From an optimization exercise on the open Yosys and OpenROAD flow, aimed at small area and a short achievable clock period; shortcuts taken in it are not production practice. In this exercise RTL edits were held to simulation tests only and were not proved equivalent to the original. Power figures rest on the tool's default switching activity, not on a simulated workload.

### design/flow/config.mk
export PLATFORM = sky130hd
export DESIGN_NAME = execute
export DESIGN_NICKNAME = execute
export VERILOG_FILES = /design/flow/design.v
export SDC_FILE = /design/flow/constraint.sdc
export NUM_CORES = 4
export LEC_CHECK = 0
export ABC_AREA = 1
export CAP_MARGIN = 20
export CORE_MARGIN = 2
export CORE_UTILIZATION = 40
export SLEW_MARGIN = 20
### design/flow/constraint.sdc
create_clock -name core_clock -period 110.0 [get_ports {clk}]
set_input_delay 22.0000 -clock core_clock [delete_from_list [all_inputs] [get_ports {clk}]]
set_output_delay 22.0000 -clock core_clock [all_outputs]
set_load 0.01 [all_outputs]
### design/flow/design.v
typedef enum bit [4:0] {
    ARITHMETIC,
    MEMORY,
    BRANCH,
    JUMP
} OP_TYPES;
typedef enum bit [5:0] {
    ADD,
    SUB,
    XOR,
    OR,
    AND,
    SLL,
    SRL,
    SRA,
    SLT,
    SLTU,
    EQ,
    LUI,
    AUIPC,
    MUL,
    MULH,
    MULSU,
    MULU,
    DIV,
    DIVU,
    REM,
    REMU
} ARITHMETIC_TYPES;
typedef enum bit [5:0] {
    LB,
    LH,
    LW,
    LBU,
    LHU,
    SB,
    SH,
    SW
} MEMORY_TYPES;
typedef enum bit [5:0] {
    BEQ,
    BNE,
    BLT,
    BGE,
    BLTU,
    BGEU
} BRANCH_TYPES;
typedef enum bit [5:0] {
    JAL,
    JALR
} JUMP_TYPES;
typedef struct packed {
    logic [31:0] instr_addr;  
    logic [4:0] op_type;  
    logic [6:0] op_spec;  
    logic [4:0] rd_ind;  
    logic [31:0] rs1_dat;  
    logic [31:0] rs2_dat;  
    logic [31:0] imm_val;  
} d_e_WI;
typedef struct packed {
    logic [4:0] op_type;   
    logic [6:0] op_spec;  
    logic [4:0] rd_ind;  
    logic [31:0] reg_dat;  
    logic [31:0] jmp_addr;  
    logic jmp_tk;  
} e_w_WI;
module pfx #(
    parameter int N = 8,
    parameter int STYLE = 0
) (
    input  logic [N-1:0] g,
    input  logic [N-1:0] p,
    output logic [N-1:0] c
);
    function automatic integer lg2(input integer n);
        begin
            lg2 = 0;
            while ((1 << lg2) < n) lg2 = lg2 + 1;
        end
    endfunction
    localparam int L = (N <= 1) ? 1 : lg2(N);
    localparam int M = 1 << L;
    if (STYLE == 1 || N == 1) begin : g_rip
        assign c[0] = g[0];
        for (genvar i = 1; i < N; ++i) begin : g_b
            assign c[i] = g[i] | (p[i] & c[i - 1]);
        end
    end else if (STYLE == 2) begin : g_blk
        localparam int NB = (N + 3) / 4;
        logic [4 * NB - 1:0] gg, pp, cc;
        assign gg = {{(4 * NB - N){1'b0}}, g};
        assign pp = {{(4 * NB - N){1'b0}}, p};
        logic [NB-1:0] bg, bp, bc;
        for (genvar k = 0; k < NB; ++k) begin : g_k
            logic [3:0] lg, lp;
            logic cin;
            assign lg = gg[4 * k + 3:4 * k];
            assign lp = pp[4 * k + 3:4 * k];
            assign bg[k] = lg[3] | (lp[3] & lg[2]) | (lp[3] & lp[2] & lg[1])
                         | (lp[3] & lp[2] & lp[1] & lg[0]);
            assign bp[k] = &lp;
            if (k == 0) begin : g_c0
                assign cin = 1'b0;
                assign bc[k] = bg[k];
            end else begin : g_cn
                assign cin = bc[k - 1];
                assign bc[k] = bg[k] | (bp[k] & bc[k - 1]);
            end
            assign cc[4 * k]     = lg[0] | (lp[0] & cin);
            assign cc[4 * k + 1] = lg[1] | (lp[1] & cc[4 * k]);
            assign cc[4 * k + 2] = lg[2] | (lp[2] & cc[4 * k + 1]);
            assign cc[4 * k + 3] = bc[k];
        end
        assign c = cc[N-1:0];
    end else if (STYLE == 3) begin : g_bk
        logic [M-1:0] G [2 * L];
        logic [M-1:0] P [2 * L];
        assign G[0] = {{(M - N){1'b0}}, g};
        assign P[0] = {{(M - N){1'b0}}, p};
        for (genvar l = 0; l < L; ++l) begin : g_up
            for (genvar i = 0; i < M; ++i) begin : g_b
                if (((i + 1) % (1 << (l + 1))) == 0) begin : g_m
                    assign G[l + 1][i] = G[l][i] | (P[l][i] & G[l][i - (1 << l)]);
                    assign P[l + 1][i] = P[l][i] & P[l][i - (1 << l)];
                end else begin : g_p
                    assign G[l + 1][i] = G[l][i];
                    assign P[l + 1][i] = P[l][i];
                end
            end
        end
        for (genvar d = 0; d < L - 1; ++d) begin : g_dn
            localparam int LL = L - 2 - d;
            for (genvar i = 0; i < M; ++i) begin : g_b
                if (((i + 1) % (1 << (LL + 1))) == (1 << LL) && i >= (1 << (LL + 1))) begin : g_m
                    assign G[L + d + 1][i] = G[L + d][i] | (P[L + d][i] & G[L + d][i - (1 << LL)]);
                    assign P[L + d + 1][i] = P[L + d][i] & P[L + d][i - (1 << LL)];
                end else begin : g_p
                    assign G[L + d + 1][i] = G[L + d][i];
                    assign P[L + d + 1][i] = P[L + d][i];
                end
            end
        end
        assign c = G[2 * L - 1][N-1:0];
    end else begin : g_skl
        logic [N-1:0] G [L + 1];
        logic [N-1:0] P [L + 1];
        assign G[0] = g;
        assign P[0] = p;
        for (genvar l = 0; l < L; ++l) begin : g_l
            for (genvar i = 0; i < N; ++i) begin : g_b
                if (((i >> l) & 1) == 1) begin : g_m
                    localparam int K = ((i >> l) << l) - 1;
                    assign G[l + 1][i] = G[l][i] | (P[l][i] & G[l][K]);
                    assign P[l + 1][i] = P[l][i] & P[l][K];
                end else begin : g_p
                    assign G[l + 1][i] = G[l][i];
                    assign P[l + 1][i] = P[l][i];
                end
            end
        end
        assign c = G[L];
    end
endmodule
module prow #(
    parameter int N = 8,
    parameter int STYLE = 0
) (
    input  logic [N-1:0] x,
    input  logic [N-1:0] y,
    input  logic         ci,
    input  logic         sel,
    output logic         co,
    output logic [N-1:0] acc_o
);
    logic [N-1:0] g, p, c, cin, yc;
    assign g = (x & y) | {{(N - 1){1'b0}}, ci & (x[0] | y[0])};
    assign p = x | y;
    pfx #(.N(N), .STYLE(STYLE)) u_c (.g(g), .p(p), .c(c));
    if (N > 1) begin : g_s
        assign cin = {c[N-2:0], ci};
    end else begin : g_s1
        assign cin = ci;
    end
    assign yc = y ^ cin;
    assign acc_o = x ^ ({N{sel}} & yc);
    assign co = c[N-1];
endmodule
module radd #(
    parameter int N = 32
) (
    input  logic [N-1:0] x,
    input  logic [N-1:0] y,
    input  logic         ci,
    output logic [N-1:0] s,
    output logic         co
);
    logic [N:0] c;
    assign c[0] = ci;
    for (genvar i = 0; i < N; ++i) begin : g_fa
        assign s[i] = x[i] ^ y[i] ^ c[i];
        assign c[i + 1] = (x[i] & y[i]) | (c[i] & (x[i] ^ y[i]));
    end
    assign co = c[N];
endmodule
module md_rows #(
    parameter int JH = 31,
    parameter int JL = 0,
    parameter int STYLE = 0
) (
    input  logic           div,
    input  logic [31:0]    acc_in,
    input  logic [31:0]    y,
    input  logic           ci,
    input  logic [JH:JL]   ssel,
    output logic [JH:JL]   q,
    output logic [31:0]    acc_out
);
    logic [31:0] acc [JL:JH + 1];
    assign acc[JH + 1] = acc_in;
    for (genvar j = JH; j >= JL; --j) begin : g_row
        localparam int N = 32 - j;
        logic [N-1:0] r;
        logic co, sel;
        prow #(.N(N), .STYLE(STYLE)) u_row (
            .x(acc[j + 1][31:j]), .y(y[N-1:0]), .ci(ci), .sel(sel), .co(co), .acc_o(r)
        );
        assign sel = div ? (co & ssel[j]) : ssel[j];
        assign q[j] = sel;
        if (j > 0) begin : g_lo
            assign acc[j] = {r, acc[j + 1][j-1:0]};
        end else begin : g_lo0
            assign acc[j] = r;
        end
    end
    assign acc_out = acc[JL];
endmodule
module fadd #(
    parameter int N = 32
) (
    input  logic [N-1:0] x,
    input  logic [N-1:0] y,
    input  logic         ci,
    output logic [N-1:0] s,
    output logic         co
);
    logic [N-1:0] g, p, c;
    assign g = (x & y) | {{(N - 1){1'b0}}, ci & (x[0] | y[0])};
    assign p = x | y;
    pfx #(.N(N), .STYLE(0)) u_c (.g(g), .p(p), .c(c));
    assign s = x ^ y ^ {c[N-2:0], ci};
    assign co = c[N-1];
endmodule
module execute (
    input logic clk,
    input logic rst_n,
    input logic [31:0] instr_addr,  
    input logic [4:0] op_type,  
    input logic [6:0] op_spec,  
    input logic [4:0] rd_ind,  
    input logic [31:0] rs1_dat,  
    input logic [31:0] rs2_dat,  
    input logic [31:0] imm_val,  
    output logic [4:0] e_op_type,
    output logic [6:0] e_op_spec,
    output logic [4:0] e_rd_ind,
    output logic [31:0] e_reg_dat,
    output logic [31:0] e_jmp_addr,
    output logic e_jmp_tk,
    input logic flush,
    output logic [31:0] mem_addr_out,  
    output logic [31:0] mem_dat_out,  
    output logic mem_read_en,  
    output logic mem_write_en,  
    input logic stall_in_bk,  
    input logic stall_in_ft,  
    output logic stall_out_ft  
);
    localparam int K = 14;
    logic t_ar, t_mem, t_br, t_jmp;
    assign t_ar  = (op_type == 5'd0);
    assign t_mem = (op_type == 5'd1);
    assign t_br  = (op_type == 5'd2);
    assign t_jmp = (op_type == 5'd3);
    logic [5:0] sp;
    assign sp = op_spec[5:0];
    logic [31:0] a, b;
    assign a = rs1_dat;
    assign b = op_spec[6] ? imm_val : rs2_dat;
    logic do_sub;
    assign do_sub = t_br | (t_ar & (sp != 6'd0));
    logic [31:0] cb;
    assign cb = t_ar ? b : (t_br ? rs2_dat : imm_val);
    logic [31:0] as;
    logic as_co;
    fadd #(.N(32)) u_as (.x(a), .y(cb ^ {32{do_sub}}), .ci(do_sub), .s(as), .co(as_co));
    logic ltu, lt, eq;
    assign ltu = ~as_co;
    assign lt  = (a[31] ^ cb[31]) ? a[31] : ltu;
    assign eq  = (as == 32'b0);
    logic [31:0] pc_imm, pc4;
    logic unused_co1, unused_co2;
    radd #(.N(32)) u_pci (.x(instr_addr), .y(imm_val), .ci(1'b0), .s(pc_imm), .co(unused_co1));
    radd #(.N(30)) u_pc4 (.x(instr_addr[31:2]), .y(30'b0), .ci(1'b1), .s(pc4[31:2]), .co(unused_co2));
    assign pc4[1:0] = instr_addr[1:0];
    logic md_op, md_div, md_shr, md_sra, md_sh;
    assign md_op  = t_ar & ((sp == 6'd5) | (sp == 6'd6) | (sp == 6'd7) | (sp == 6'd13)
                          | (sp == 6'd17) | (sp == 6'd19));
    assign md_div = sp[4];                    
    assign md_sh  = ~sp[3] & ~sp[4];          
    assign md_shr = sp[1];                    
    assign md_sra = sp[1] & sp[0] & a[31];    
    logic [31:0] a_rev;
    for (genvar i = 0; i < 32; ++i) begin : g_rev
        assign a_rev[i] = a[31 - i];
    end
    logic [31:0] shx;
    assign shx = (md_shr ? a_rev : a) ^ {32{md_sra}};
    logic [31:0] sdec;
    for (genvar i = 0; i < 32; ++i) begin : g_dec
        assign sdec[i] = (b[4:0] == i);
    end
    logic [31:0] hz;
    assign hz[0] = 1'b1;
    for (genvar j = 1; j < 32; ++j) begin : g_hz
        assign hz[j] = b[31] ? ((&b[31:32 - j]) & (|b[31 - j:0])) : ~|b[31:32 - j];
    end
    logic [31:0] md_y, md_ssel;
    logic md_ci;
    assign md_y    = md_div ? (b ^ {32{~b[31]}}) : (md_sh ? shx : b);
    assign md_ci   = md_div & ~b[31];
    assign md_ssel = md_div ? hz : (md_sh ? sdec : a);
    logic [31:K] q_hi;
    logic [31:0] acc_mid;
    md_rows #(.JH(31), .JL(K), .STYLE(3)) u_md_hi (
        .div(md_div),
        .acc_in(md_div ? (a ^ {32{a[31]}}) : 32'b0),
        .y(md_y),
        .ci(md_ci),
        .ssel(md_ssel[31:K]),
        .q(q_hi),
        .acc_out(acc_mid)
    );
    logic nq;
    assign nq = (a[31] ^ b[31]) & (b != 32'b0);
    logic [31:0] reg_dat, jmp_addr;
    logic jmp_tk;
    always_comb begin
        reg_dat = 32'b0;
        if (t_ar) begin
            case (sp)
                6'd0, 6'd1: reg_dat = as;
                6'd2: reg_dat = a ^ b;
                6'd3: reg_dat = a | b;
                6'd4: reg_dat = a & b;
                6'd8: reg_dat = {31'b0, lt};
                6'd9: reg_dat = {31'b0, ltu};
                6'd11: reg_dat = imm_val;
                6'd12: reg_dat = pc_imm;
                default: reg_dat = 32'b0;
            endcase
        end else if (t_jmp) begin
            reg_dat = pc4;
        end
    end
    always_comb begin
        jmp_addr = 32'b0;
        if (t_br) jmp_addr = pc_imm;
        else if (t_jmp) begin
            if (op_spec == 7'd0) jmp_addr = pc_imm;
            else if (op_spec == 7'd1) jmp_addr = {as[31:1], 1'b0};
        end
    end
    always_comb begin
        jmp_tk = 1'b0;
        if (t_jmp) jmp_tk = 1'b1;
        else if (t_br) begin
            case (op_spec)
                7'd0: jmp_tk = eq;
                7'd1: jmp_tk = ~eq;
                7'd2: jmp_tk = lt;
                7'd3: jmp_tk = ~lt;
                7'd4: jmp_tk = ltu;
                7'd5: jmp_tk = ~ltu;
                default: jmp_tk = 1'b0;
            endcase
        end
    end
    always_comb begin
        mem_addr_out = t_mem ? as : 32'b0;
        mem_read_en  = t_mem & (op_spec <= 7'd4);
        mem_write_en = t_mem & (op_spec >= 7'd5) & (op_spec <= 7'd7);
        case (op_spec)
            7'd5: mem_dat_out = {24'b0, rs2_dat[7:0]};
            7'd6: mem_dat_out = {16'b0, rs2_dat[15:0]};
            7'd7: mem_dat_out = rs2_dat;
            default: mem_dat_out = 32'b0;
        endcase
        if (!t_mem) mem_dat_out = 32'b0;
    end
    localparam int W = 17 + 32 + 32 + 1 + 1 + (32 - K) + K + 7;
    logic [W-1:0] e_d, e_q;
    assign e_d = flush ? '0 : {
        op_type, op_spec, rd_ind,
        md_op ? acc_mid : reg_dat,
        md_op ? md_y : jmp_addr,
        jmp_tk,
        md_op,
        q_hi,
        md_ssel[K-1:0],
        md_div, md_shr, md_sh, md_sra, a[31], nq, md_ci
    };
    always_ff @(posedge clk) begin
        if (~rst_n) e_q <= '0;
        else if (~stall_in_ft) e_q <= e_d;
    end
    logic [4:0] r_op_type, r_rd_ind;
    logic [6:0] r_op_spec;
    logic [31:0] r_f1, r_f2;
    logic r_jmp_tk, r_md;
    logic [31:K] r_q;
    logic [K-1:0] r_ss;
    logic r_div, r_shr, r_sh, r_sra, r_a31, r_nq, r_ci;
    assign {r_op_type, r_op_spec, r_rd_ind, r_f1, r_f2, r_jmp_tk, r_md, r_q, r_ss,
            r_div, r_shr, r_sh, r_sra, r_a31, r_nq, r_ci} = e_q;
    logic [K-1:0] q_lo;
    logic [31:0] md_r;
    md_rows #(.JH(K - 1), .JL(0), .STYLE(3)) u_md_lo (
        .div(r_div),
        .acc_in(r_f1),
        .y(r_f2),
        .ci(r_ci),
        .ssel(r_ss),
        .q(q_lo),
        .acc_out(md_r)
    );
    logic [31:0] md_q;
    assign md_q = {r_q, q_lo};
    logic [31:0] ex, ey, en;
    assign ex = ~md_r;
    assign ey = ~r_f2;
    assign en[0] = (ex[0] ^ ey[0]) ~^ ~r_ci;
    for (genvar i = 1; i < 32; ++i) begin : g_e
        assign en[i] = (ex[i] ^ ey[i]) ~^ (ex[i - 1] | ey[i - 1]);
    end
    logic e;
    assign e = r_a31 & (&en);
    logic [31:0] qx, qc, div_res, rem_res, md_rrev, md_res;
    logic qci;
    assign qx = md_q ^ {32{r_nq}};
    assign qci = r_nq ^ e;
    pfx #(.N(32), .STYLE(0)) u_qc (.g({31'b0, qx[0] & qci}), .p(qx), .c(qc));
    assign div_res = qx ^ {qc[30:0], qci};
    assign rem_res = r_a31 ? (e ? 32'b0 : ~md_r) : md_r;
    for (genvar i = 0; i < 32; ++i) begin : g_rrev
        assign md_rrev[i] = md_r[31 - i] ^ r_sra;
    end
    always_comb begin
        if (r_div) md_res = r_shr ? rem_res : div_res;
        else if (r_sh & r_shr) md_res = md_rrev;
        else md_res = md_r;
    end
    assign e_op_type  = flush ? 5'b0 : r_op_type;
    assign e_op_spec  = flush ? 7'b0 : r_op_spec;
    assign e_rd_ind   = flush ? 5'b0 : r_rd_ind;
    assign e_reg_dat  = flush ? 32'b0 : (r_md ? md_res : r_f1);
    assign e_jmp_addr = (flush | r_md) ? 32'b0 : r_f2;
    assign e_jmp_tk   = flush ? 1'b0 : r_jmp_tk;
    logic s_q;
    always_ff @(posedge clk) begin
        if (~rst_n) s_q <= 1'b0;
        else s_q <= stall_in_bk | flush;
    end
    assign stall_out_ft = s_q;
endmodule
### design/flow/run.sh
#!/bin/bash
# synth_recipe.tcl (not shown) runs the flow's synth.tcl, then flattens the netlist and writes it again
# the make line also repeats each setting of config.mk as NAME=value (left out here)
make -C /OpenROAD-flow-scripts/flow DESIGN_CONFIG=/design/flow/config.mk WORK_HOME=/design/flow/orfs CLKGATE_MAP_FILE= SYNTH_SCRIPT=/design/flow/synth_recipe.tcl finish
==> run notes, run 1 <==
* Worst Hold Class: reg -> reg
* Post-CTS sizing at 0
* Startpoint Class: flop
* Largest net degree at the start of global routing at 77
* Synth Register Bits at 121
* Outcome: no timing/DRC/antenna violations
* Port Buf Inserts at 298
* CP Max Fanout at 46
* Max_slew headroom at 22.3%
* Area leader, netlist: nand2_1
* Share of layout cells above drive strength 1 at 9.62%
* CTS H-tree lvls at 4
* CORE AREA at 135,000 sq um
* Placed Instance Area at 57,200 sq um
* Cell area after layout at 57,900 sq um
* Worst-margin pin slew at 1160 ps
* Leak Pwr at 30.8 nW
* DP HPWL at 223,000 um
* Period utilization at 52.1%
* Clock Skew at 0 ps
* Min Tclk post-route at 57,270 ps
* Critical Path End Type: output pin
* Required time of the critical path at 88,000 ps
* Post-CTS setup repair buffer count at 0
* Post-DR vias/cell at 5.75
* Clock sink total at 121
* Fin. Hold Viols at 0
* P&R area growth vs syn at 6.29%
* Hold-fix buffer count after cts at 0
* Row cnt at 135
* Vias at 68,622
* Setup Viol. Count Final at 0
* CP max-delay cell: a21boi_4
* Die height at 373 um
* Post-Syn Instances at 10,130
* Total Routed Length at 281,000 um
* Drc violations at 0
* Initial antenna violation count at 10
* Synthesized area at 54,500 sq um
* Number of flops mapped to enable cells by yosys at 0
* Synth unique cells at 92
* Gr ovfl total at 0
* DR WL/cell at 23.6 um
* RSZ-0062 raised after global routing: false
* Initial Util at 40.3%
* Power Density at 6.71 nW/um^2
* Most frequent cells in the layout: 3,269 x nand2_1, 1,221 x inv_1, 986 x nand3_1
* CP max stage delay at 760 ps
* FMAX at 17.5 MHz
* Worst R2R Setup Slack at 108,380 ps
* Clock insertion delay at the later pin of the skew report at 470 ps
* Vias in the first global route at 59,888
* Initial DRC count at 8,983
* Max-slew violation count at 0
* Bufs on Longest Clock Path at 2
* Peak VDD IR at 0.0133 mV
* Syn nets at 10,508
* Synth warnings at 103
* Post-synth top area share at 22.5%
* Syn Area/Cell at 5.38 sq um
* Die Wd at 373 um
* Router iterations before antenna repair at 9
* Commonest non-fill, non-tap cell in the layout: nand2_1
* Root buffer selected by CTS: clkbuf_16
* Die Area at 139,000 sq um
* Post-DRT Antenna Nets at 0
* Setup TNS at 0 ps
* Critical path arrival at 35,270 ps
* Post-synth top flop: dfxtp_1
* Global Route Usage Sum at 38.5%
* Fraction of registers with async set/reset at 0%
* Clock transition at path regs at 60 ps
* Top area cells in the synthesized netlist: nand2_1 23%, nand3_1 9.1%, inv_1 8.4%
* Ports at 299
* CTS tree: done
* Nets at 10,508
* Top cell by count, worst path: nand2_2
* Seq/Total Area, Yosys at 4.44%
* Inserted Clock Buffers at 17
* RD Place Congestion at 1.08
* Filler Cells Inserted at 15,062
* First-pass GRT wire length at 404,000 um
* Critical path class: reg -> out
* Max capacitance violation total at 0
## cell type report
class,instances,area (sq um),area share [%]
Multi-Input combinational cell,8146,43200,74.5
Sequential cell,121,2420,4.19
Clock inverter,14,219,0.378
Tap cell,1781,2230,3.85
Inverter,1373,5180,8.94
Antenna cell,3,7.51,0.0130
Clock buffer,18,429,0.741
Timing Repair Buffer,471,4260,7.35
## registers in the layout, summed over array words and instances, names as in the netlist
signal  count
e_q       120
s_q         1
## kinds of logic (layout without fill, tap and decap cells)
kind of cell    Yosys count  after routing  synth area share [%]
other cells               0              3                     0
simple gates           6034           6034                  49.9
buf+inv                1863           1876                  16.4
fa+ha+maj               229            229                  5.73
flops                   121            121                  4.44
xor+xnor                541            541                  9.17
compound gates         1342           1342                  14.3
## cells in the mapped netlist (all sizes together), types with 6 or more instances
| master | count |
|---|---|
| xnor2 | 125 |
| nand3b | 54 |
| o2111ai | 10 |
| nor2 | 865 |
| a221oi | 44 |
| inv | 1319 |
| o31ai | 6 |
| o22ai | 14 |
| a31oi | 9 |
| a21oi | 474 |
| nand4 | 238 |
| and2 | 30 |
| buf | 175 |
| o21ai | 620 |
| nand2 | 3581 |
| a21boi | 27 |
| o21a | 8 |
| xor2 | 416 |
| ha | 193 |
| o221ai | 54 |
| or2 | 68 |
| a221o | 7 |
| fa | 35 |
| o211ai | 35 |
| clkbuf | 309 |
| nand3 | 1081 |
| dfxtp | 121 |
| nor3 | 93 |
| clkinv | 53 |
| o21bai | 11 |
| nor4 | 17 |
## routing by layer
layer | GRT usage (%) | part of all wire, %
met1 | 51.3 | 41
met2 | 58.3 | 41
met3 | 6.91 | 11
met4 | 21.9 | 6.9
met5 | 0 | 0.029
## through the flow
stage | util, % | hold WS (ps) | total power, mW | std cells | setup slack, ps
2_1_floorplan | - | 445 | 0.232 | 10130 | 59010
3_3_place_gp | 42.3 | 454 | 0.310 | 11886 | 54480
3_5_place_dp | 42.3 | 455 | 0.313 | 11887 | 53980
4_1_cts | 42.8 | 465 | 0.380 | 11919 | 53320
5_1_grt | 42.8 | 482 | 0.415 | 11924 | 49260
6_report | 42.8 | 462 | 0.389 | 11927 | 52730
## critical path: cells and delay by family (launching register included)
family          cells  cell delay, ps
fa+ha+maj           3             710
xor+xnor            6            2260
buf+inv            25            4140
flops               1             310
simple gates      182           22770
compound gates     13            4390
## final timing paths
check / to / depth (start not counted) / start
worst max-delay path: e_reg_dat[30] / 229 / e_q[51]
worst min-delay path: e_q[120] / 2 / e_q[120]
worst max register to register: e_q[44] / 6 / e_q[44]
worst min register to register: e_q[120] / 2 / e_q[120]
## power breakdown
part / internal (mW) / total [mW] / leakage [nW] / switching (mW)
logic: 0.0786 / 0.278 / 29.5 / 0.199
registers: 0.0445 / 0.0452 / 0.980 / 0.000661
clock network: 0.0403 / 0.0658 / 0.311 / 0.0255
==> inputs of run 2 (changes only) <==
--- a/design/flow/design.v
+++ b/design/flow/design.v
@@ -278,5 +278,5 @@
     output logic stall_out_ft  
 );
-    localparam int K = 14;
+    localparam int K = 13;
     logic t_ar, t_mem, t_br, t_jmp;
     assign t_ar  = (op_type == 5'd0);
@@ -322,12 +322,32 @@
         assign sdec[i] = (b[4:0] == i);
     end
+    logic [31:0] yd, ryd;
+    assign yd = b ^ {32{~b[31]}};
+    for (genvar i = 0; i < 32; ++i) begin : g_ryd
+        assign ryd[i] = yd[31 - i];
+    end
+    logic [31:0] PA [6];
+    logic [31:0] PO [6];
+    assign PA[0] = ryd;
+    assign PO[0] = b;
+    for (genvar l = 0; l < 5; ++l) begin : g_pl
+        for (genvar i = 0; i < 32; ++i) begin : g_pb
+            if (((i >> l) & 1) == 1) begin : g_m
+                assign PA[l + 1][i] = PA[l][i] & PA[l][((i >> l) << l) - 1];
+                assign PO[l + 1][i] = PO[l][i] | PO[l][((i >> l) << l) - 1];
+            end else begin : g_p
+                assign PA[l + 1][i] = PA[l][i];
+                assign PO[l + 1][i] = PO[l][i];
+            end
+        end
+    end
     logic [31:0] hz;
     assign hz[0] = 1'b1;
     for (genvar j = 1; j < 32; ++j) begin : g_hz
-        assign hz[j] = b[31] ? ((&b[31:32 - j]) & (|b[31 - j:0])) : ~|b[31:32 - j];
+        assign hz[j] = PA[5][j - 1] & (~b[31] | PO[5][31 - j]);
     end
     logic [31:0] md_y, md_ssel;
     logic md_ci;
-    assign md_y    = md_div ? (b ^ {32{~b[31]}}) : (md_sh ? shx : b);
+    assign md_y    = md_div ? yd : (md_sh ? shx : b);
     assign md_ci   = md_div & ~b[31];
     assign md_ssel = md_div ? hz : (md_sh ? sdec : a);
@@ -344,5 +364,5 @@
     );
     logic nq;
-    assign nq = (a[31] ^ b[31]) & (b != 32'b0);
+    assign nq = (a[31] ^ b[31]) & PO[5][31];
     logic [31:0] reg_dat, jmp_addr;
     logic jmp_tk;
@@ -402,5 +422,5 @@
     localparam int W = 17 + 32 + 32 + 1 + 1 + (32 - K) + K + 7;
     logic [W-1:0] e_d, e_q;
-    assign e_d = flush ? '0 : {
+    assign e_d = {
         op_type, op_spec, rd_ind,
         md_op ? acc_mid : reg_dat,
@@ -413,5 +433,5 @@
     };
     always_ff @(posedge clk) begin
-        if (~rst_n) e_q <= '0;
+        if (~rst_n | (flush & ~stall_in_ft)) e_q <= '0;
         else if (~stall_in_ft) e_q <= e_d;
     end
@@ -451,6 +471,8 @@
     assign qx = md_q ^ {32{r_nq}};
     assign qci = r_nq ^ e;
-    pfx #(.N(32), .STYLE(0)) u_qc (.g({31'b0, qx[0] & qci}), .p(qx), .c(qc));
-    assign div_res = qx ^ {qc[30:0], qci};
+    logic [31:0] qx1;
+    pfx #(.N(32), .STYLE(0)) u_qc (.g({31'b0, qx[0]}), .p(qx), .c(qc));
+    assign qx1 = qx ^ {qc[30:0], 1'b1};
+    assign div_res = qci ? qx1 : qx;
     assign rem_res = r_a31 ? (e ? 32'b0 : ~md_r) : md_r;
     for (genvar i = 0; i < 32; ++i) begin : g_rrev
==> run 2 against run 1 <==
Critical path depth shrank 37. Global-route usage shrank 0.87 points. Sequential share of layout area is essentially flat. Design area is essentially flat. Sequential power grew 9.5%. Die area grew 1.0%. First-iteration DRC count shrank 26%. Via count shrank 1.7%. Routed wire length shrank 2.4%. Still clean. Synthesized cell count grew 0.52%. Worst setup slack gained 2600 ps. Non-clock buffer count shrank 6.
==> run notes, run 2 <==
* Post-CTS sizing at 0 (unchanged)
* Synth Register Bits at 121 (unchanged)
* Synth unique cells at 99 (+7.6%)
* CP max stage delay at 1050 ps (+290 ps)
* Reg with most FFs: e_q
* Synthesized area at 55,100 sq um (+1.0%)
* Worst-margin pin slew at 1220 ps (+59.5 ps)
* DP HPWL at 216,000 um (-3.0%)
* Setup Viol. Count Final at 0 (unchanged)
* CTS tree: done
* Router iterations before antenna repair at 7 (-2)
* Largest register FFs at 120 (unchanged)
* Die Wd at 375 um (+0.51%)
* Port Buf Inserts at 298 (unchanged)
* Die Area at 141,000 sq um (+1.0%)
* Clock Skew at 0 ps (unchanged)
* Worst R2R Start: e_q[57]
* Hold Startpoint: e_q[105]
* RR Endpoint: e_q[57]
* Post-CTS setup repair buffer count at 0 (unchanged)
* Syn Area/Cell at 5.41 sq um (+0.51%)
* Vias in the first global route at 61,008 (+1.9%)
* Peak VDD IR at 0.0112 mV (-16%)
* Cell family with most CP delay: simple AND/OR/NAND/NOR gates
* Top area cells in the synthesized netlist: nand2_1 22%, nand3_1 9.7%, inv_1 8.6%
* P&R area growth vs syn at 5.14%
* Critical Path End Type: output pin
* Post-synth top cells: 3,281 x nand2_1, 1,268 x inv_1, 1,065 x nand3_1, 846 x nor2_1, 473 x o21ai_0
* Row cnt at 136 (+0.74%)
* CP max-delay cell: dfxtp_1
* Power, Total at 0.491 mW (+26%)
* Filler Cells Inserted at 15,377 (+2.1%)
* Vias at 67,489 (-1.7%)
* Net Sw Frac at 61.7% (+3.8 points)
* Post-synth top flop: dfxtp_1
* Seq pwr share at 10.1% (-1.5 points)
* Period utilization at 49.7% (-2.4 points)
* Synth warnings at 105 (+1.9%)
* Total Routed Length at 274,000 um (-2.4%)
* Power Density at 8.49 nW/um^2 (+26%)
* Gate power share at 78.1% (+6.6 points)
* Min Tclk post-route at 54,670 ps (-2600 ps)
* FMAX at 18.3 MHz (+4.8%)
* Regs by FF count: e_q: 120 flops, s_q: 1 flops
* Initial Util at 40.2% (-0.13 points)
* WP buf/inv at 19 (-24%)
* Largest net degree at the start of global routing at 73 (-5.2%)
* Gr ovfl total at 0 (unchanged)
* Area of the multi-input gates at 43,200 sq um (about the same)
* Max-slew violation count at 0 (unchanged)
* Crit path depth at 192 (-16%)
* Top cell by count, worst path: nand2_2
* Max capacitance violation total at 0 (unchanged)
* Outcome: no timing/DRC/antenna violations
* Int Pwr at 0.188 mW (+15%)
* Top-count cell post-synth: nand2_1
* Initial antenna violation count at 23 (+13)
* CP Max Fanout at 31 (-33%)
* Drc violations at 0 (unchanged)
* Hold Path Cell Cnt at 2 (unchanged)
* Clock sink total at 121 (unchanged)
* CTS H-tree lvls at 4 (unchanged)
* Fin. Hold Viols at 0 (unchanged)
* CORE AREA at 137,000 sq um (+1.4%)
* DR WL/cell at 22.9 um (-3.0%)
* Max_slew headroom at 18.3% (-3.9 points)
* Share of layout cells above drive strength 1 at 9.30% (-0.32 points)
* Register area at 2420 sq um (about the same)
* Most frequent cells in the layout: 3,280 x nand2_1, 1,263 x inv_1, 1,064 x nand3_1
* Inserted Clock Buffers at 17 (unchanged)
* Hold-fix buffer count after cts at 0 (unchanged)
* Number of flops mapped to enable cells by yosys at 0 (unchanged)
* RD Place Congestion at 1.09 (+0.89%)
* Nets at 10,559 (+0.49%)
* Endpoint, Worst Hold: e_q[105]
* Clock power frac at 11.9% (-5.0 points)
* Post-synth top area share at 22.4% (-0.16 points)
* Seq/Total Area, Yosys at 4.40% (-0.046 points)
* Net Switching at 0.303 mW (+35%)
* Die height at 375 um (+0.51%)
* Fraction of registers with async set/reset at 0% (unchanged)
* Root buffer selected by CTS: clkbuf_16
* Startpoint Class: flop
* Area leader, netlist: nand2_1
* Post-DRT Antenna Nets at 0 (unchanged)
* RSZ-0062 raised after global routing: false
* Post-Syn Instances at 10,183 (+0.52%)
* Required time of the critical path at 88,000 ps (about the same)
* Bufs on Longest Clock Path at 2 (unchanged)
* Global Route Usage Sum at 37.7% (-0.87 points)
* Worst Hold Class: reg -> reg
* Setup TNS at 0 ps (unchanged)
* Worst r2r path cells at 6 (unchanged)
* Initial DRC count at 6,621 (-26%)
* Worst R2R Setup Slack at 107,610 ps (-770 ps)
* Clock insertion delay at the later pin of the skew report at 480 ps (about the same)
* Critical path class: reg -> out
* Post-DR vias/cell at 5.63 (-2.2%)
* Commonest non-fill, non-tap cell in the layout: nand2_1
* Ports at 299 (unchanged)
* First-pass GRT wire length at 398,000 um (-1.4%)
* Critical path arrival at 32,670 ps (-2600 ps)
* Syn nets at 10,560 (+0.49%)
* Clock transition at path regs at 70 ps (about the same)
* Leak Pwr at 31.3 nW (+1.5%)
-- run 2: cell types whose count changed in the layout (fill, tap and decap cells not counted), sizes merged, moves of 20 or more --
cell	before	now
a211oi	4	27
a21oi	474	417
a221oi	44	24
a31oi	9	33
nand2	3581	3613
nand3	1081	1151
nand4	238	207
nor2	865	894
o221ai	54	29
o22ai	14	54
-- run 2: how the worst max path moves through the flow --
stage,startpoint,end
finish,e_q[43],e_reg_dat[4]
global route,e_q[43],e_reg_dat[4]
CTS,e_q[43],e_reg_dat[4]
detailed placement,e_q[43],e_reg_dat[4]
global placement,e_q[43],e_reg_dat[4]
floorplan,op_spec[1],mem_addr_out[31]
-- run 2: worst reg2reg max path, stage by stage (launching register included) --
cell      delay, ps
dfxtp_1         590
buf_4           240
clkinv_1        600
buf_4           520
o22ai_1         190
a21oi_1          90
nor2_1          100
-- run 2: power by group through the flow --
stage                     clock network, mW  logic (mW)  registers (mW)
after floorplan                           0       0.275          0.0483
after global placement                    0       0.369          0.0502
after detailed placement                  0       0.374          0.0503
after CTS                            0.0586       0.376          0.0493
after global routing                 0.0599       0.426          0.0495
final                                0.0583       0.384          0.0495
-- run 2: kinds of logic after synthesis --
| group | count (synthesis) | share of synthesized area, % |
|---|---|---|
| flip-flops | 121 | 4.40 |
| buffers and inverters | 1864 | 17.4 |
| AND/OR/NAND/NOR | 6115 | 49.7 |
| adder cells (fa/ha/maj) | 228 | 5.65 |
| AO/OA/AOI/OAI | 1317 | 14.0 |
| XOR/XNOR | 538 | 8.84 |
-- run 2: area by class of cell --
type | count | share of cell area (%)
multi-input combinational | 8198 | 74.6
tap | 1794 | 3.88
antenna | 9 | 0.0389
inverter | 1379 | 8.99
clock buffer | 19 | 0.765
timing repair buffer | 465 | 7.34
clock inverter | 13 | 0.186
sequential | 121 | 4.19
-- run 2: per-layer routing --
layer / up-vias / routed length [um] / GRT usage [%]
met1: 31121 / 108000 / 45.3
met4: 18 / 21500 / 25.9
met3: 831 / 22900 / 6.29
met5: - / 125 / 0
met2: 3015 / 122000 / 61.3
li1: 32504 / - / -
-- run 2: stage by stage --
step | cell area, sq um | hold slack (ps) | cells | utilization (%) | worst slack, ps
6_report | 57900 | 467 | 11998 | 42.2 | 55330
5_1_grt | 57900 | 479 | 11991 | 42.2 | 52440
4_1_cts | 57800 | 469 | 11985 | 42.2 | 55890
3_5_place_dp | 57300 | 459 | 11953 | 41.7 | 56590
3_3_place_gp | 57200 | 452 | 11951 | 41.7 | 57180
2_1_floorplan | 55100 | 445 | 10183 | - | 59040
==> inputs of run 3 (changes only) <==
--- a/design/flow/design.v
+++ b/design/flow/design.v
@@ -278,5 +278,5 @@
     output logic stall_out_ft  
 );
-    localparam int K = 13;
+    localparam int K = 12;
     logic t_ar, t_mem, t_br, t_jmp;
     assign t_ar  = (op_type == 5'd0);
--- a/design/flow/config.mk
+++ b/design/flow/config.mk
@@ -9,4 +9,5 @@
 export CAP_MARGIN = 20
 export CORE_MARGIN = 2
-export CORE_UTILIZATION = 40
+export CORE_UTILIZATION = 50
+export PLACE_DENSITY = 0.65
 export SLEW_MARGIN = 20
==> run 3 against run 2 <==
Still clean on timing, DRC and antenna. Design area fell by 0.71%. Clock power rose by 7.4%. Clock skew did not move. Sequential power rose by 0.8%. Worst setup slack got worse by 1100 ps. Routed wire length fell by 4.8%. Non-clock buffer count fell by 14.
==> run notes, run 3 <==
* FMAX at 17.9 MHz (-2.0%)
* Post-route insts no fill at 11,525 (-3.9%)
* Reg with most FFs: e_q
* CORE AREA at 109,000 sq um (-21%)
* Initial Util at 50.4% (+10 points)
* DR WL/cell at 22.6 um (-0.94%)
* Largest net degree at the start of global routing at 67 (-8.2%)
* Max capacitance violation total at 0 (unchanged)
* Regs by FF count: e_q: 120 flops, s_q: 1 flops
* Fraction of registers with async set/reset at 0% (unchanged)
* Required time of the critical path at 88,000 ps (about the same)
* Post-DRT Antenna Nets at 0 (unchanged)
* Synth Register Bits at 121 (unchanged)
* Die Wd at 335 um (-11%)
* Worst Hold Class: reg -> reg
* Initial antenna violation count at 13 (-43%)
* Max-slew violation count at 0 (unchanged)
* Number of flops mapped to enable cells by yosys at 0 (unchanged)
* Most frequent cells in the layout: 3,114 x nand2_1, 1,175 x inv_1, 1,136 x nand3_1
* Outcome: no timing/DRC/antenna violations
* Post-DR vias/cell at 5.97 (+6.1%)
* Port Buf Inserts at 298 (unchanged)
* CP Max Fanout at 39 (+26%)
* Die height at 335 um (-11%)
* Net Switching at 0.343 mW (+13%)
* Clock insertion delay at the later pin of the skew report at 510 ps (+30 ps)
* Min Tclk post-route at 55,810 ps (+1140 ps)
* CTS H-tree lvls at 4 (unchanged)
* Post-synth top flop: dfxtp_1
* Vias at 68,810 (+2.0%)
* Synthesized area at 54,800 sq um (-0.58%)
* Int Pwr at 0.206 mW (+9.6%)
* Largest register FFs at 120 (unchanged)
* Leak Pwr at 31.1 nW (-0.57%)
* Total Routed Length at 261,000 um (-4.8%)
* Placed Cells at 11,480 (-4.0%)
* Clock transition at path regs at 70 ps (about the same)
* Filler Cells Inserted at 11,716 (-24%)
* Top cell by count, worst path: nand2_1
* Synth warnings at 105 (unchanged)
* Hold-fix buffer count after cts at 0 (unchanged)
* Fin. Hold Viols at 0 (unchanged)
* Post-Route Utilization at 52.9% (+11 points)
* Worst-margin pin slew at 1370 ps (+153 ps)
* Power, Total at 0.549 mW (+12%)
* RD Place Congestion at 1.14 (+4.3%)
* Net Sw Frac at 62.4% (+0.71 points)
* Peak VDD IR at 0.0132 mV (+18%)
* Die Area at 112,000 sq um (-20%)
* Critical Path End Type: output pin
* Inserted Clock Buffers at 17 (unchanged)
* Drc violations at 0 (unchanged)
* Ports at 299 (unchanged)
* Clock Skew at 0 ps (unchanged)
* Row cnt at 121 (-11%)
* Gr ovfl total at 0 (unchanged)
* Syn Area/Cell at 5.41 sq um (+0.11%)
* Post-CTS setup repair buffer count at 0 (unchanged)
* Global Route Usage Sum at 45.1% (+7.4 points)
* Period utilization at 50.7% (+1.0 points)
* Seq/Total Area, Yosys at 4.42% (+0.026 points)
* CTS tree: done
* Area leader, netlist: nand2_1
* Syn nets at 10,490 (-0.66%)
* Power Density at 9.55 nW/um^2 (+12%)
* Initial DRC count at 8,008 (+21%)
* Post-synth top cells: 3,116 x nand2_1, 1,179 x inv_1, 1,138 x nand3_1, 790 x nor2_1, 493 x o21ai_0
* Root buffer selected by CTS: clkbuf_16
* P&R area growth vs syn at 5.01%
* Post-synth top area share at 21.4% (-1.0 points)
* Nets at 10,466 (-0.88%)
* Router iterations before antenna repair at 13 (+6)
* First-pass GRT wire length at 382,000 um (-4.1%)
* Gate power share at 79.5% (+1.4 points)
* Seq pwr share at 9.1% (-1.0 points)
* Critical path arrival at 33,810 ps (+1140 ps)
* Share of layout cells above drive strength 1 at 10.5% (+1.2 points)
* RSZ-0062 raised after global routing: false
* Top-count cell post-synth: nand2_1
* Startpoint Class: flop
* CP max stage delay at 850 ps (-200 ps)
* Max_slew headroom at 8.01% (-10 points)
* Commonest non-fill, non-tap cell in the layout: nand2_1
* Bufs on Longest Clock Path at 2 (unchanged)
* Vias in the first global route at 62,186 (+1.9%)
* DP HPWL at 198,000 um (-8.4%)
* Synth unique cells at 97 (-2.0%)
* Post-Syn Instances at 10,113 (-0.69%)
* Critical path class: reg -> out
* CP max-delay cell: a31oi_4
* Setup TNS at 0 ps (unchanged)
* Setup Viol. Count Final at 0 (unchanged)
* Clock sink total at 121 (unchanged)
* Top area cells in the synthesized netlist: nand2_1 21%, nand3_1 10%, inv_1 8.1%
* Clock power frac at 11.4% (-0.5 points)
* Post-CTS sizing at 0 (unchanged)
-- run 3: cell count changes after synthesis, sizes merged, moves of 12 or more --
| cell | delta |
|---|---|
| a21oi | -24 |
| a31oi | +30 |
| buf | +35 |
| clkbuf | -23 |
| inv | -36 |
| nand2 | -65 |
| nand3 | +85 |
| nand3b | +30 |
| nand4 | -16 |
| nor2 | -57 |
| o22ai | -12 |
| or2 | +13 |
-- run 3: worst max-delay path: cells and delay by family, from the launching register on --
family,cells,cell delay (ps)
xor gates and xnor gates,6,2250
DFF,1,470
and+or+nand+nor,153,21040
adders and majority gates,2,570
AOI/OAI and AO/OA,24,6390
buffers and inverters,11,2410
-- run 3: power by group through the flow --
| stage | clock network (mW) | registers (mW) | logic, mW |
|---|---|---|---|
| 2_1_floorplan | 0 | 0.0481 | 0.323 |
| 3_3_place_gp | 0 | 0.0504 | 0.413 |
| 3_5_place_dp | 0 | 0.0505 | 0.422 |
| 4_1_cts | 0.0619 | 0.0495 | 0.423 |
| 5_1_grt | 0.0639 | 0.0499 | 0.478 |
| 6_report | 0.0626 | 0.0499 | 0.436 |
-- run 3: cell type report --
class	instances	area (sq um)	area share, %
antenna	9	22.5	0.0392
clock buffer	17	425	0.740
clock inverter	15	179	0.311
inverter	1344	5130	8.92
multi-input combinational	8154	43400	75.5
sequential	121	2420	4.22
tap	1414	1770	3.08
timing repair buffer	451	4120	7.17
-- run 3: kinds of logic (layout without fill, tap and decap cells) --
family	after synthesis	after routing	synth area share (%)
simple gates	6091	6091	50.9
flops	121	121	4.42
xor+xnor	539	539	8.72
compound gates	1295	1295	13.7
other cells	0	9	0
buf+inv	1838	1827	16.6
fa+ha+maj	229	229	5.70
-- run 3: worst paths after layout --
path | startpoint | to | slack [ps] | depth (start not counted)
setup / recovery | e_q[41] | e_reg_dat[16] | 54190 | 196
hold / removal | e_q[105] | e_q[105] | 470 | 2
setup reg to reg | e_q[67] | e_q[67] | 107860 | 3
hold reg to reg | e_q[105] | e_q[105] | 470 | 2
-- run 3: routing by layer --
layer	up-vias	share of wire (%)	wire (um)	global-route usage, %
li1	32364	-	-	-
met3	1273	12	30200	13.9
met2	4064	42	111000	70.5
met5	-	0.047	122	0
met4	18	11	27500	39.4
met1	31091	35	92300	49.4
-- run 3: per-stage QoR --
stage	setup WS [ps]	hold slack, ps	cell area (sq um)
2_1_floorplan	58760	445	54800
3_3_place_gp	55950	452	56800
3_5_place_dp	55330	457	56800
4_1_cts	54720	467	57400
5_1_grt	51250	479	57500
6_report	54190	467	57500
==> inputs of run 4 (changes only) <==
==> design/flow/flow/run.sh (new file) <==
#!/bin/bash
# The standard layout, except that the port buffers (one per input and output
# port, as standard) use buf_1 cells.
set -euo pipefail
W=$(pwd)
bash "$W/standard.sh" "BUFFER_PORTS_ARGS=-buffer_cell sky130_fd_sc_hd__buf_1" finish > "$W/flow_make.log" 2>&1
==> design/flow/standard.sh (new file) <==
#!/bin/bash
# synth_recipe.tcl (not shown) runs the flow's synth.tcl, then flattens the netlist and writes it again
# the make line also repeats each setting of config.mk as NAME=value (left out here)
make -C /OpenROAD-flow-scripts/flow DESIGN_CONFIG=/design/flow/config.mk WORK_HOME=/design/flow/orfs CLKGATE_MAP_FILE= SYNTH_SCRIPT=/design/flow/synth_recipe.tcl "${@:-finish}"
--- a/design/flow/config.mk
+++ b/design/flow/config.mk
@@ -9,5 +9,4 @@
 export CAP_MARGIN = 20
 export CORE_MARGIN = 2
-export CORE_UTILIZATION = 50
-export PLACE_DENSITY = 0.65
+export CORE_UTILIZATION = 40
 export SLEW_MARGIN = 20
removed: design/flow/run.sh
==> run 4 against run 3 <==
Synthesized cell count is the same. Register-to-register slack gained 240 ps. Power shrank 0.77%. Worst setup slack gained 230 ps. Maximum frequency grew 0.42%. Critical path depth grew 12. Flip-flop and latch count is the same. Synthesized area is the same. Clock-buffer cell count is the same. Combinational power is essentially flat. Highest routed layer unchanged.
==> run notes, run 4 <==
* Outcome: no timing/DRC/antenna violations
* DR WL/cell at 22.8 um (+0.50%)
* Grt peak-use layer: met2
* Net Sw Frac at 63.0% (+0.53 points)
* Cell family with most CP delay: simple AND/OR/NAND/NOR gates
* Number of flops mapped to enable cells by yosys at 0 (unchanged)
* Share of layout cells above drive strength 1 at 10.6% (+0.14 points)
* Max_slew headroom at 22.3% (+14 points)
* Post-Route Utilization at 41.5% (-11 points)
* Worst Hold Class: reg -> reg
* Combinational family with the most area after synthesis: simple AND/OR/NAND/NOR gates
* Syn nets at 10,490 (unchanged)
* Synth Register Bits at 121 (unchanged)
* Worst R2R Start: e_q[57]
* Seq/Total Area, Yosys at 4.42% (unchanged)
* Clock insertion delay at the later pin of the skew report at 510 ps (about the same)
* Largest register FFs at 120 (unchanged)
* Worst-margin pin slew at 1140 ps (-234 ps)
* Post-synth top area share at 21.4% (unchanged)
* Row cnt at 135 (+12%)
* Worst R2R Setup Slack at 108,100 ps (+240 ps)
* CP max-delay cell: dfxtp_1
* Fraction of registers with async set/reset at 0% (unchanged)
* Filler Cells Inserted at 15,310 (+31%)
* First-pass GRT wire length at 394,000 um (+3.1%)
* DP HPWL at 211,000 um (+6.7%)
* Crit path to: e_reg_dat[27]
* Synth warnings at 105 (unchanged)
* CP Max Fanout at 33 (-15%)
* Met2 Usage GRT at 59.3% (-11 points)
* Vias in the first global route at 61,687 (-0.80%)
* Top-count cell post-synth: nand2_1
* CORE AREA at 136,000 sq um (+25%)
* Initial DRC count at 7,020 (-12%)
* Synthesized area at 54,800 sq um (unchanged)
* Min Tclk post-route at 55,580 ps (-232 ps)
* Gr ovfl total at 0 (unchanged)
* Met1 track demand over resource at 44.6% (-4.9 points)
* Global Route Usage Sum at 37.3% (-7.8 points)
* Critical path arrival at 33,580 ps (-230 ps)
* Seq pwr share at 9.0% (about the same)
* Setup TNS at 0 ps (unchanged)
* Clock transition at path regs at 80 ps (about the same)
* Hold Path Cell Cnt at 2 (unchanged)
* Cell area after layout at 56,200 sq um (-2.2%)
* CP max stage delay at 1010 ps (+160 ps)
* Adder-Cell Fraction of Synth Area at 5.70% (unchanged)
* P&R area growth vs syn at 2.69%
* Gate power share at 79.5% (about the same)
* Drc violations at 0 (unchanged)
* Die height at 374 um (+12%)
* Post-Synth Simple-Gate Area at 50.9% (unchanged)
* Xor-xnor portion of the synthesized cell area at 8.72% (unchanged)
* Top cell by count, worst path: nand2_1
* Commonest non-fill, non-tap cell in the layout: nand2_1
* Clock sink total at 121 (unchanged)
* Top area cells in the synthesized netlist: nand2_1 21%, nand3_1 10%, inv_1 8.1%
* CTS H-tree lvls at 4 (unchanged)
* Critical Path End Type: output pin
* Router iterations before antenna repair at 6 (-7)
* Hold-fix buffer count after cts at 0 (unchanged)
* Post-synth top cells: 3,116 x nand2_1, 1,179 x inv_1, 1,138 x nand3_1, 790 x nor2_1, 493 x o21ai_0
* Setup Viol. Count Final at 0 (unchanged)
* Largest net degree at the start of global routing at 63 (-6.0%)
* Vias at 67,731 (-1.6%)
* RSZ-0062 raised after global routing: false
* Reg with most FFs: e_q
* Synth unique cells at 97 (unchanged)
* RR Endpoint: e_q[57]
* Crit path depth at 208 (+6.1%)
* Leak Pwr at 30.4 nW (-2.2%)
* Initial antenna violation count at 15 (+2)
* Startpoint Class: flop
* Syn Area/Cell at 5.41 sq um (unchanged)
* Max-slew violation count at 0 (unchanged)
* Max capacitance violation total at 0 (unchanged)
* Area leader, netlist: nand2_1
* Regs by FF count: e_q: 120 flops, s_q: 1 flops
* Post-synth top flop: dfxtp_1
* Total Routed Length at 271,000 um (+3.9%)
* Period utilization at 50.5% (-0.21 points)
* Net Switching at 0.343 mW (about the same)
* Bufs on Longest Clock Path at 2 (unchanged)
* Placed Instance Area at 55,600 sq um (-2.2%)
* Critical path class: reg -> out
* Root buffer selected by CTS: clkbuf_16
* Clock power frac at 11.5% (about the same)
* Post-DR vias/cell at 5.69 (-4.7%)
* Power Density at 9.69 nW/um^2 (+1.5%)
* Port Buf Inserts at 298 (unchanged)
* FMAX at 18.0 MHz (+0.42%)
* CTS tree: done
* Worst Setup SP: e_q[42]
* Synth Area in Compound Gates at 13.7% (unchanged)
* Die Area at 140,000 sq um (+25%)
* Peak VDD IR at 0.0140 mV (+6.1%)
* Post-DRT Antenna Nets at 0 (unchanged)
* Nets at 10,482 (+0.15%)
* Ports at 299 (unchanged)
* RD Place Congestion at 1.07 (-6.3%)
* Fin. Hold Viols at 0 (unchanged)
* M3 GR Usage at 6.87% (-7.0 points)
* Int Pwr at 0.202 mW (-2.2%)
* Clock Skew at 0 ps (unchanged)
* Inserted Clock Buffers at 17 (unchanged)
* Post-CTS setup repair buffer count at 0 (unchanged)
* Most frequent cells in the layout: 3,114 x nand2_1, 1,173 x inv_1, 1,137 x nand3_1
* Multiplexer share of the synthesized area at 0% (unchanged)
* Post-CTS sizing at 0 (unchanged)
* Worst r2r path cells at 5 (+2)
* Die Wd at 374 um (+12%)
* Post-Syn Instances at 10,113 (unchanged)
* WP buf/inv at 18 (+7)
* Required time of the critical path at 88,000 ps (about the same)
* Initial Util at 40.4% (-10 points)
## run 4: cell counts after synthesis
Identical to the previous run, type by type.
## run 4: worst min path at each step
stage	startpoint	to	slack, ps
after detailed placement	e_q[117]	e_q[117]	460
after global placement	e_q[106]	e_q[106]	450
final	e_q[117]	e_q[117]	470
after CTS	e_q[117]	e_q[117]	470
after floorplan	e_q[105]	e_q[105]	450
after global routing	e_q[108]	e_q[108]	480
## run 4: tightest hold or removal path: cells and delay by family (launching register included)
| family | cells | cell delay [ps] |
|---|---|---|
| AOI/OAI and AO/OA | 1 | 50 |
| DFF | 1 | 310 |
| and+or+nand+nor | 1 | 60 |
## run 4: layout make-up
| cell class | instances | area (sq um) | share of cell area (%) |
|---|---|---|---|
| timing repair buffer | 467 | 2420 | 4.30 |
| inverter | 1344 | 5130 | 9.12 |
| tap | 1781 | 2230 | 3.96 |
| sequential | 121 | 2430 | 4.31 |
| multi-input combinational | 8154 | 43400 | 77.2 |
| clock inverter | 15 | 161 | 0.287 |
| clock buffer | 17 | 425 | 0.757 |
| antenna | 11 | 27.5 | 0.0490 |
## run 4: stage by stage
| stage | setup WS [ps] | hold WS [ps] | instances | power, mW |
|---|---|---|---|---|
| 2_1_floorplan | 58760 | 445 | 10113 | 0.371 |
| 3_5_place_dp | 54990 | 460 | 11865 | 0.472 |
| 4_1_cts | 54370 | 471 | 11897 | 0.536 |
| 3_3_place_gp | 54990 | 455 | 11865 | 0.465 |
| 5_1_grt | 50760 | 485 | 11904 | 0.590 |
| 6_report | 54420 | 469 | 11910 | 0.545 |
## run 4: power groups by stage
stage | Combinational [mW] | Sequential (mW) | Clock (mW)
3_3_place_gp | 0.415 | 0.0497 | 0
3_5_place_dp | 0.422 | 0.0497 | 0
4_1_cts | 0.424 | 0.0487 | 0.0632
5_1_grt | 0.478 | 0.0489 | 0.0638
6_report | 0.433 | 0.0489 | 0.0628
2_1_floorplan | 0.323 | 0.0481 | 0
## run 4: cells by family after synthesis
group,count (synthesis)
fa+ha+maj,229
simple gates,6091
flops,121
buf+inv,1838
xor+xnor,539
compound gates,1295
## run 4: routing by layer
metal  vias up  wire (um)
li1      32390          -
met5         -         61
met1     31333     105000
met3       834      24700
met4         8      23600
met2      3166     117000
==> inputs of run 5 (changes only) <==
--- a/design/flow/design.v
+++ b/design/flow/design.v
@@ -278,5 +278,5 @@
     output logic stall_out_ft  
 );
-    localparam int K = 12;
+    localparam int K = 13;
     logic t_ar, t_mem, t_br, t_jmp;
     assign t_ar  = (op_type == 5'd0);
==> run 5 against run 4 <==
Still clean. Clock-buffer cell count is the same. Utilization decreased by 0.60 points. Design area down 0.34%. Die area rose by 0.58%. Clock skew stayed put. Flip-flop and latch count did not move. Combinational power is 13% lower. Non-clock buffer count is 2 lower. Via count shrank 0.60%. Critical endpoint is now e_reg_dat[4]. Largest cell class unchanged.
==> run notes, run 5 <==
* CTS tree: done
* Required time of the critical path at 88,000 ps (about the same)
* Endpoint, Worst Hold: e_q[120]
* Largest net degree at the start of global routing at 86 (+37%)
* Top cell by count, worst path: nand2_2
* Initial DRC count at 7,214 (+2.8%)
* Row cnt at 136 (+0.74%)
* Fraction of registers with async set/reset at 0% (unchanged)
* RSZ-0062 raised after global routing: false
* Met1 track demand over resource at 43.8% (-0.75 points)
* DR WL/cell at 22.2 um (-2.3%)
* Post-Route Utilization at 40.9% (-0.60 points)
* Critical path arrival at 32,280 ps (-1300 ps)
* CTS H-tree lvls at 4 (unchanged)
* Post-route insts no fill at 11,997 (+0.73%)
* Post-synth top area share at 22.4% (+1.0 points)
* Adder-Cell Fraction of Synth Area at 5.65% (-0.051 points)
* Cell family with most CP delay: simple AND/OR/NAND/NOR gates
* Clock transition at path regs at 90 ps (about the same)
* Clock insertion delay at the later pin of the skew report at 500 ps (about the same)
* P&R area growth vs syn at 1.75%
* Fin Hold WS at 472 ps (+2.81 ps)
* RD Place Congestion at 1.05 (-1.8%)
* Worst R2R Setup Slack at 107,570 ps (-530 ps)
* Drc violations at 0 (unchanged)
* Critical Path End Type: output pin
* Outcome: no timing/DRC/antenna violations
* Power Density at 8.69 nW/um^2 (-10%)
* Vias in the first global route at 60,641 (-1.7%)
* Post-Syn Instances at 10,183 (+0.69%)
* Placed Cells at 11,957 (+0.78%)
* Ports at 299 (unchanged)
* Fin. Hold Viols at 0 (unchanged)
* Top area cells in the synthesized netlist: nand2_1 22%, nand3_1 9.7%, inv_1 8.6%
* DP HPWL at 210,000 um (-0.69%)
* Reg with most FFs: e_q
* Syn Area/Cell at 5.41 sq um (-0.11%)
* Post-Synth Simple-Gate Area at 49.7% (-1.3 points)
* Clock sink total at 121 (unchanged)
* Largest register FFs at 120 (unchanged)
* Gr ovfl total at 0 (unchanged)
* Bufs on Longest Clock Path at 2 (unchanged)
* Hold Path Cell Cnt at 2 (unchanged)
* Clock Skew at 0 ps (unchanged)
* WP buf/inv at 17 (-1)
* Critical path class: reg -> out
* Commonest non-fill, non-tap cell in the layout: nand2_1
* Peak VDD IR at 0.0129 mV (-7.5%)
* Synth unique cells at 99 (+2.1%)
* Die Wd at 375 um (+0.29%)
* Setup TNS at 0 ps (unchanged)
* Min Tclk post-route at 54,280 ps (-1300 ps)
* Met2 Usage GRT at 59.4% (+0.082 points)
* Regs by FF count: e_q: 120 flops, s_q: 1 flops
* Hold Startpoint: e_q[120]
* Initial Util at 40.2% (-0.21 points)
* Initial antenna violation count at 33 (+18)
* Startpoint Class: flop
* Crit path depth at 198 (-4.8%)
* RR Endpoint: e_q[58]
* Max_slew headroom at 16.1% (-6.3 points)
* Total Routed Length at 267,000 um (-1.6%)
* Setup ws final at 55,720 ps (+1300 ps)
* Leak Pwr at 30.5 nW (+0.38%)
* Hold-fix buffer count after cts at 0 (unchanged)
* Max capacitance violation total at 0 (unchanged)
* Global Route Usage Sum at 36.7% (-0.62 points)
* CP Max Fanout at 31 (-6.1%)
* Post-synth top cells: 3,281 x nand2_1, 1,268 x inv_1, 1,065 x nand3_1, 846 x nor2_1, 473 x o21ai_0
* CP max stage delay at 950 ps (-60 ps)
* Port Buf Inserts at 298 (unchanged)
* Worst R2R Start: e_q[58]
* Filler Cells Inserted at 15,465 (+1.0%)
* Register area at 2420 sq um (-0.15%)
* Grt peak-use layer: met2
* Router iterations before antenna repair at 10 (+4)
* Place WS at 56,650 ps (+1670 ps)
* Post-CTS sizing at 0 (unchanged)
* Seq/Total Area, Yosys at 4.40% (-0.026 points)
* Syn nets at 10,560 (+0.67%)
* Nets at 10,559 (+0.73%)
* Die Area at 141,000 sq um (+0.58%)
* Synthesized area at 55,100 sq um (+0.58%)
* Max-slew violation count at 0 (unchanged)
* Top-count cell post-synth: nand2_1
* Setup Viol. Count Final at 0 (unchanged)
* Die height at 375 um (+0.29%)
* Worst-margin pin slew at 1260 ps (+123 ps)
* FMAX at 18.4 MHz (+2.4%)
* Worst r2r path cells at 6 (+1)
* M3 GR Usage at 6.48% (-0.39 points)
* Period utilization at 49.3% (-1.2 points)
* Post-DRT Antenna Nets at 0 (unchanged)
* Most frequent cells in the layout: 3,280 x nand2_1, 1,264 x inv_1, 1,064 x nand3_1
* First-pass GRT wire length at 388,000 um (-1.5%)
* Post-synth top flop: dfxtp_1
* Worst Hold Class: reg -> reg
* Multiplexer share of the synthesized area at 0% (unchanged)
* Xor-xnor portion of the synthesized cell area at 8.84% (+0.12 points)
* CP max-delay cell: nand2_2
* Synth Area in Compound Gates at 14.0% (+0.37 points)
* CORE AREA at 137,000 sq um (+1.1%)
* Synth warnings at 105 (unchanged)
* Combinational family with the most area after synthesis: simple AND/OR/NAND/NOR gates
* Vias at 67,322 (-0.60%)
* Root buffer selected by CTS: clkbuf_16
* Post-DR vias/cell at 5.61 (-1.3%)
* Area of the multi-input gates at 43,200 sq um (-0.52%)
* Inserted Clock Buffers at 17 (unchanged)
* Share of layout cells above drive strength 1 at 9.29% (-1.3 points)
* Number of flops mapped to enable cells by yosys at 0 (unchanged)
* Area leader, netlist: nand2_1
* Post-CTS setup repair buffer count at 0 (unchanged)
* Synth Register Bits at 121 (unchanged)
run 5: cell count changes after synthesis, sizes merged, moves of 23 or more:
| cell | change |
|---|---|
| inv | +36 |
| a21oi | +24 |
| nand3 | -85 |
| nand2 | +65 |
| buf | -35 |
| a31oi | -30 |
| nand3b | -30 |
| clkbuf | +23 |
| nor2 | +57 |
run 5: power breakdown:
group	switching [mW]	internal, mW
clock	0.0319	0.0302
combinational	0.270	0.107
sequential	0.00262	0.0458
total	0.304	0.183
run 5: cells by family after synthesis:
logic type,Yosys count
and+or+nand+nor,6115
buffers and inverters,1864
AOI/OAI and AO/OA,1317
xor gates and xnor gates,538
adders and majority gates,228
DFF,121
run 5: cell type report:
class	count	area share, %
Tap cell	1794	4.01
Antenna cell	8	0.0357
Timing Repair Buffer	465	4.25
Inverter	1379	9.29
Clock inverter	15	0.272
Multi-Input combinational cell	8198	77.1
Clock buffer	17	0.759
Sequential cell	121	4.32
run 5: worst max-delay path by stage:
stage | start | end
6_report | e_q[42] | e_reg_dat[4]
4_1_cts | e_q[42] | e_reg_dat[4]
5_1_grt | e_q[42] | e_reg_dat[4]
3_3_place_gp | e_q[42] | e_reg_dat[4]
3_5_place_dp | e_q[42] | e_reg_dat[4]
2_1_floorplan | op_spec[1] | mem_addr_out[31]
run 5: stage by stage:
stage          total power [mW]  cell area [sq um]
2_1_floorplan             0.323              55100
3_3_place_gp              0.410              55400
3_5_place_dp              0.416              55400
4_1_cts                   0.479              56000
5_1_grt                   0.530              56000
6_report                  0.487              56000
run 5: routing by layer:
layer	vias up	wire, um
li1	32493	-
met1	30913	103000
met2	3048	118000
met3	844	23700
met4	24	22000
met5	-	153
run 5: worst reg2reg max path, delay by kind of cell (launching register included):
family	cells	cell delay, ps
buffers and inverters	3	1310
AO/OA/AOI/OAI	2	530
flip-flops	1	410
AND/OR/NAND/NOR	1	120

## separate check: timing with driven ports
Ports are ideal in the flow. The routed layouts listed here were re-timed in OpenROAD. Step 1, drivers: a clkbuf_16 drives clk and a buf_2 each remaining input, both assumed. Step 2 moves the port delays by t, midway between the first and last clock arrival at a register: inputs arrive t later, outputs are due t later. That takes back most of the time a late clock gives input paths. Three values: ideal ports, drivers, drivers and shift; two values: the first two.
run | shift t [ns] | setup WS [ns] | worst setup path after step 2
run 1 | 0.530 | 52.729 / 52.673 / 53.203 | register to output
run 2 | 0.556 | 55.332 / 55.265 / 55.822 | register to output
run 3 | 0.568 | 54.192 / 54.133 / 54.701 | register to output
run 4 | 0.567 | 54.423 / 54.361 / 54.928 | register to output
run 5 | 0.567 | 55.720 / 55.657 / 56.223 | register to output
After both steps setup and hold are still met in every run listed.
